From an optimization exercise on the open Yosys and OpenROAD flow, aimed at small area; shortcuts taken in it are not production practice.
The RTL was checked by simulation tests, not by an equivalence proof against the original design. The clock port is modelled as an ideal driver; clocking choices that lean on that would not hold on a real chip.

==> v12 <==
Design cordic, start of the top module:
module cordic(input clk,
              input signed [7:0] x_in,
              input signed [7:0] y_in,
              output signed [31:0] r,
              output signed [31:0] phi,
              output signed [31:0] dummy1,
              output signed [31:0] dummy2,
              output signed [31:0] dummy3);
==> flow/config.mk <==
export PLATFORM = sky130hd
export DESIGN_NAME = cordic
export DESIGN_NICKNAME = cordic
export VERILOG_FILES = /design/flow/design.v
export SDC_FILE = /design/flow/constraint.sdc
export NUM_CORES = 4
export LEC_CHECK = 0
export CAP_MARGIN = 20
export CORE_MARGIN = 2
export CORE_UTILIZATION = 40
export CTS_BUF_LIST = sky130_fd_sc_hd__clkbuf_16
export CTS_CLUSTER_DIAMETER = 80
export CTS_CLUSTER_SIZE = 30
export SLEW_MARGIN = 20
==> flow/constraint.sdc <==
create_clock -name core_clock -period 10.0 [get_ports {clk}]
set_input_delay 2.0000 -clock core_clock [delete_from_list [all_inputs] [get_ports {clk}]]
set_output_delay 2.0000 -clock core_clock [all_outputs]
set_load 0.01 [all_outputs]
standard.sh (not shown) runs the stock make flow with config.mk's settings and CLKGATE_MAP_FILE= SYNTH_SCRIPT=/design/flow/synth_recipe.tcl, a recipe that flattens the netlist after the stock synthesis.
==> flow/flow/run.sh <==
#!/bin/bash
set -euo pipefail
export BUFFER_PORTS_ARGS="-buffer_cell sky130_fd_sc_hd__buf_1"
export CTS_ARGS="-sink_clustering_enable -repair_clock_nets -dont_use_dummy_load -buf_list sky130_fd_sc_hd__clkbuf_16 -sink_clustering_size 30 -sink_clustering_max_diameter 80"
bash standard.sh > standard_flow.log 2>&1
==> inputs of v31, as changes to v12 <==
==> flow/flow/run.sh (replaced) <==
#!/bin/bash
set -euo pipefail
export BUFFER_PORTS_ARGS="-buffer_cell sky130_fd_sc_hd__buf_1"
export CTS_ARGS='-sink_clustering_enable -repair_clock_nets -dont_use_dummy_load -buf_list {sky130_fd_sc_hd__clkbuf_8 sky130_fd_sc_hd__clkbuf_16} -sink_clustering_size 20 -sink_clustering_max_diameter 60'
bash standard.sh > standard_flow.log 2>&1
==> inputs of v10, as changes to v12 <==
==> flow/flow/run.sh (replaced) <==
#!/bin/bash
set -euo pipefail
export BUFFER_PORTS_ARGS="-buffer_cell sky130_fd_sc_hd__buf_1"
bash standard.sh > standard_flow.log 2>&1
==> inputs of v15, as changes to v12 <==
==> flow/run.sh (new file) <==
#!/bin/bash
# synth_recipe.tcl (not shown) runs the flow's synth.tcl, then flattens the netlist and writes it again
# the make line also repeats each setting of config.mk as NAME=value (left out here)
make -C /OpenROAD-flow-scripts/flow DESIGN_CONFIG=/design/flow/config.mk WORK_HOME=/design/flow/orfs CLKGATE_MAP_FILE= SYNTH_SCRIPT=/design/flow/synth_recipe.tcl finish
removed: flow/flow/run.sh
removed: flow/standard.sh
==> run notes <==
item	v31	v15	v12	v10
Highest clock rate	108.9 MHz	106.9 MHz	109.2 MHz	108.8 MHz
Critical path class	flip-flop to flip-flop	flip-flop to output pin	flip-flop to output pin	flip-flop to output pin
Launching element of the worst setup path	n2044_r16	n40_r17	n40_r17	n40_r17
Crit path max-delay cell type	fa_1	clkdlybuf4s50_1	dfxtp_1	dfxtp_1
Sink of the worst hold path	n40_r7	n15_r4	n12_r4	n22_r3
Min Clock Period, post-route	9183 ps	9356 ps	9155 ps	9188 ps
Sequential share of cell area	0.3737	0.3648	0.3783	0.3739
HP Start	n40_r6	n15_r3	n12_r3	n22_r2
Peak fanout along the critical path	10	11	11	11
Status	no timing/DRC/antenna violations	no timing/DRC/antenna violations	no timing/DRC/antenna violations	no timing/DRC/antenna violations
Total via count in the routed design	15598	15532	15526	15591
Layout cells sized above 1	0.03578	0.03725	0.02937	0.03876
Finished Layout Cells	3631	3637	3614	3640

---

==> inputs of nickel <==
cordic, a different RTL version from the one above (not shown whole).
==> flow/design.v (excerpt) <==
module cordic(input clk,
              input signed [7:0] x_in,
              input signed [7:0] y_in,
              output signed [31:0] r,
              output signed [31:0] phi,
              output signed [31:0] dummy1,
              output signed [31:0] dummy2,
              output signed [31:0] dummy3);
Settings: LEC_CHECK=0, CAP_MARGIN=20, CORE_MARGIN=2, CORE_UTILIZATION=40, SLEW_MARGIN=20; clock period 10.0 ns.
run.sh (not shown) runs the stock make flow with config.mk's settings and CLKGATE_MAP_FILE= SYNTH_SCRIPT=/design/flow/synth_recipe.tcl, a recipe that flattens the netlist after the stock synthesis.
Stock flow here: none of the scripts above is used.
==> inputs of delta, as changes to nickel <==
- CTS_BUF_LIST: default -> sky130_fd_sc_hd__clkbuf_4
==> inputs of pepper, as changes to nickel <==
- CTS_BUF_LIST: default -> sky130_fd_sc_hd__clkbuf_2 sky130_fd_sc_hd__clkbuf_4 sky130_fd_sc_hd__clkbuf_8
==> impl_metrics.csv <==
group,metric,value,unit
status,outcome,"finished clean",
drt,wl_met3,2320,um
global_route,grt_util_met1,15.7,%
global_route,grtUsageTotal,13.7,%
clock_network,cts_buffers,133,
cells_and_area,fin_util,45.2,%
clock_network,htree_levels,4,
cells_and_area,clkCellAreaFrac,6.58,%
cells_and_area,finalNetCount,3740,
timing,relSlewSlack,34.4,%
global_route,grt_pass1_wl,101000,um
hold_path,holdPathEnd,"n1514_s11",
cells_and_area,area_growth,12.5,%
cells_and_area,antennaDiodeCount,1,
timing,worst_hold_slack,304,ps
drt,drt-vias-per-instance,4.11,
timing,tightestPinTransition,984,ps
cells_and_area,fillers,8411,
# the run above: pepper

==> impl_metrics.csv <==
group,metric,value,unit
cells_and_area,antennaDiodeCount,0,
clock_network,htree_levels,3,
status,outcome,"finished clean",
global_route,grt_pass1_wl,99300,um
drt,drt-vias-per-instance,4.10,
global_route,grtUsageTotal,13.4,%
drt,wl_met3,1900,um
timing,tightestPinTransition,977,ps
cells_and_area,clkCellAreaFrac,6.99,%
clock_network,cts_buffers,82,
cells_and_area,finalNetCount,3689,
global_route,grt_util_met1,15.9,%
cells_and_area,area_growth,13.0,%
timing,worst_hold_slack,322,ps
hold_path,holdPathEnd,"n149_s8",
# the run above: nickel

==> impl_metrics.csv <==
group,metric,value,unit
status,outcome,"finished clean",
cells_and_area,nonClkBufAreaFrac,4.02,%
cells_and_area,antennaDiodeCount,2,
timing,tightestPinTransition,983,ps
drt,wl_met3,2370,um
cells_and_area,finalNetCount,3804,
timing,worst_hold_slack,300,ps
global_route,grtUsageTotal,13.7,%
timing,relSlewSlack,34.4,%
critical_path,r2r_start,"n321_s3",
hold_path,holdPathEnd,"n1514_s11",
cells_and_area,fillers,8493,
global_route,grt_util_met1,15.5,%
cells_and_area,fin_util,45.0,%
cells_and_area,area_growth,12.1,%
cells_and_area,clkCellAreaFrac,6.26,%
global_route,grt_pass1_wl,101000,um
clock_network,cts_buffers,197,
# the run above: delta


---

==> job 7210 <==
cordic, a different RTL version from the one above (not shown whole).
clock: 10.0 ns
lec_check: 0
cap_margin: 20
core_margin: 2
core_utilization: 40
cts_buf_list: sky130_fd_sc_hd__clkbuf_16
cts_cluster_diameter: 80
cts_cluster_size: 30
slew_margin: 20
standard.sh (not shown) runs the stock make flow with config.mk's settings and CLKGATE_MAP_FILE= SYNTH_SCRIPT=/design/flow/synth_recipe.tcl, a recipe that flattens the netlist after the stock synthesis.
==> flow/flow/run.sh <==
#!/bin/bash
set -euo pipefail
export BUFFER_PORTS_ARGS="-buffer_cell sky130_fd_sc_hd__buf_1"
export CTS_ARGS="-sink_clustering_enable -repair_clock_nets -dont_use_dummy_load -buf_list sky130_fd_sc_hd__clkbuf_16 -sink_clustering_size 30 -sink_clustering_max_diameter 160"
bash standard.sh > standard_flow.log 2>&1
==> job 176 (differences from job 7210) <==
==> flow/flow/run.sh (replaced) <==
#!/bin/bash
set -euo pipefail
export BUFFER_PORTS_ARGS="-buffer_cell sky130_fd_sc_hd__buf_1"
export CTS_ARGS="-sink_clustering_enable -repair_clock_nets -dont_use_dummy_load -buf_list sky130_fd_sc_hd__clkbuf_16 -sink_clustering_size 30 -sink_clustering_max_diameter 110"
bash standard.sh > standard_flow.log 2>&1
==> job 8717 (differences from job 7210) <==
==> flow/flow/run.sh (replaced) <==
#!/bin/bash
set -euo pipefail
export BUFFER_PORTS_ARGS="-buffer_cell sky130_fd_sc_hd__buf_1"
export CTS_ARGS="-sink_clustering_enable -repair_clock_nets -dont_use_dummy_load -buf_list sky130_fd_sc_hd__clkbuf_16 -sink_clustering_size 35 -sink_clustering_max_diameter 80"
bash standard.sh > standard_flow.log 2>&1
==> summary of the runs <==
Via count, lowest first: job 7210, job 176, job 8717. In register-to-register slack, job 8717 and job 7210 hardly differ. In synthesized area, job 8717 and job 7210 do not differ. Utilization: job 7210 < job 176 < job 8717. Die area is the same in job 7210 and job 176. The highest clock-buffer cell count belongs to job 8717, the lowest to job 7210.

---

==> inputs of run a <==
cordic, a different RTL version from the one above (not shown whole).
clock: 10.0 ns
lec_check: 0
cap_margin: 20
core_margin: 2
core_utilization: 40
cts_buf_list: sky130_fd_sc_hd__clkbuf_4
slew_margin: 20
run.sh (not shown) runs the stock make flow with config.mk's settings and CLKGATE_MAP_FILE= SYNTH_SCRIPT=/design/flow/synth_recipe.tcl, a recipe that flattens the netlist after the stock synthesis.
Stock flow here: none of the scripts above is used.
==> run b: changes against run a <==
CTS_BUF_LIST = sky130_fd_sc_hd__clkbuf_8   (was sky130_fd_sc_hd__clkbuf_4)
CTS_CLUSTER_DIAMETER = 60   (was unset)
CTS_CLUSTER_SIZE = 20   (was unset)
==> run c: changes against run a <==
CTS_BUF_LIST = sky130_fd_sc_hd__clkbuf_16   (was sky130_fd_sc_hd__clkbuf_4)
CTS_CLUSTER_DIAMETER = 80   (was unset)
CTS_CLUSTER_SIZE = 30   (was unset)
==> flow_summary.toml <==
[outcome]
status = "finished clean"

[timing]
hold-worst-slack_ns = 0.313

[global_routing]
grt_pass1_vias = 19100
met3_usage = 0.0224
grt_pass1_wl_mm = 96.4

[finish]
most-common-layout-cells = "678 x inv_1, 650 x dfxtp_1, 462 x fa_1, 267 x ha_1, 211 x xnor2_1"
nClkBuffers = 56
fin_area_um2 = 36800

[routing]
wl_met1_mm = 23.2
-- figures above: run b

==> flow_summary.toml <==
[outcome]
status = "finished clean"

[logic_synthesis]
synth_area_leaders = "dfxtp_1 39%, fa_1 27%, ha_1 9.9%"

[global_routing]
grt_pass1_wl_mm = 95.8
met3_usage = 0.0195

[finish]
nClkBuffers = 37
most-common-layout-cells = "679 x inv_1, 650 x dfxtp_1, 462 x fa_1, 267 x ha_1, 212 x xnor2_1"
fin_area_um2 = 36800

[routing]
wl_met1_mm = 22.9

[timing]
hold-worst-slack_ns = 0.329
-- figures above: run c

==> flow_summary.toml <==
[outcome]
status = "finished clean"

[global_routing]
met3_usage = 0.0347
grt_pass1_vias = 20200

[finish]
fin_area_um2 = 37600
most-common-layout-cells = "675 x inv_1, 650 x dfxtp_1, 461 x fa_1, 267 x ha_1, 235 x clkbuf_4"
nClkBuffers = 235

[timing]
hold-worst-slack_ns = 0.313

[routing]
wl_met1_mm = 23.3
-- figures above: run a

-- separate check: timing with driven ports --
How much do the figures lean on ideal ports? The routed layouts below were timed once more, with nothing changed but the port constraints. Step 1 assumes that a clkbuf_16 drives the clock port and a buf_2 every other input. Step 2, shift: input delay + t, output delay - t, t = (earliest + latest rising clock arrival at the registers) / 2. This alone moves slack from input paths to output paths. Slacks: no drivers / after step 1 / after step 2; pairs: no drivers / after step 1.
| run | shift t [ns] | setup WS [ns] | worst setup path at the end | slew at the worst register clock pin (ns) |
|---|---|---|---|---|
| v12 | 0.607 | 0.845 / 0.783 / 0.858 | register to register | 0.11 / 0.11 |
| v31 | 0.633 | 0.817 / 0.774 / 0.817 | register to register | 0.08 / 0.08 |
| v10 | 0.638 | 0.812 / 0.748 / 0.852 | register to register | 0.11 / 0.11 |
| v15 | 0.619 | 0.644 / 0.585 / 0.886 | register to register | 0.11 / 0.11 |
| nickel | 0.701 | 1.190 / 1.190 / 1.190 | register to register | 0.07 / 0.07 |
| delta | 1.098 | 1.196 / 1.196 / 1.196 | register to register | 0.08 / 0.08 |
| pepper | 0.818 | 1.161 / 1.161 / 1.161 | register to register | 0.07 / 0.07 |
| job 7210 | 0.632 | 0.436 / 0.436 / 0.436 | register to register | 0.12 / 0.12 |
| job 176 | 0.627 | 0.415 / 0.415 / 0.415 | register to register | 0.11 / 0.11 |
| job 8717 | 0.648 | 0.422 / 0.422 / 0.422 | register to register | 0.12 / 0.12 |
| run a | 1.048 | 0.349 / 0.287 / 0.682 | register to register | 0.07 / 0.07 |
| run b | 0.742 | 0.509 / 0.452 / 0.672 | register to register | 0.12 / 0.12 |
| run c | 0.635 | 0.417 / 0.357 / 0.659 | register to register | 0.11 / 0.11 |
After both steps setup and hold are still met in every run listed.
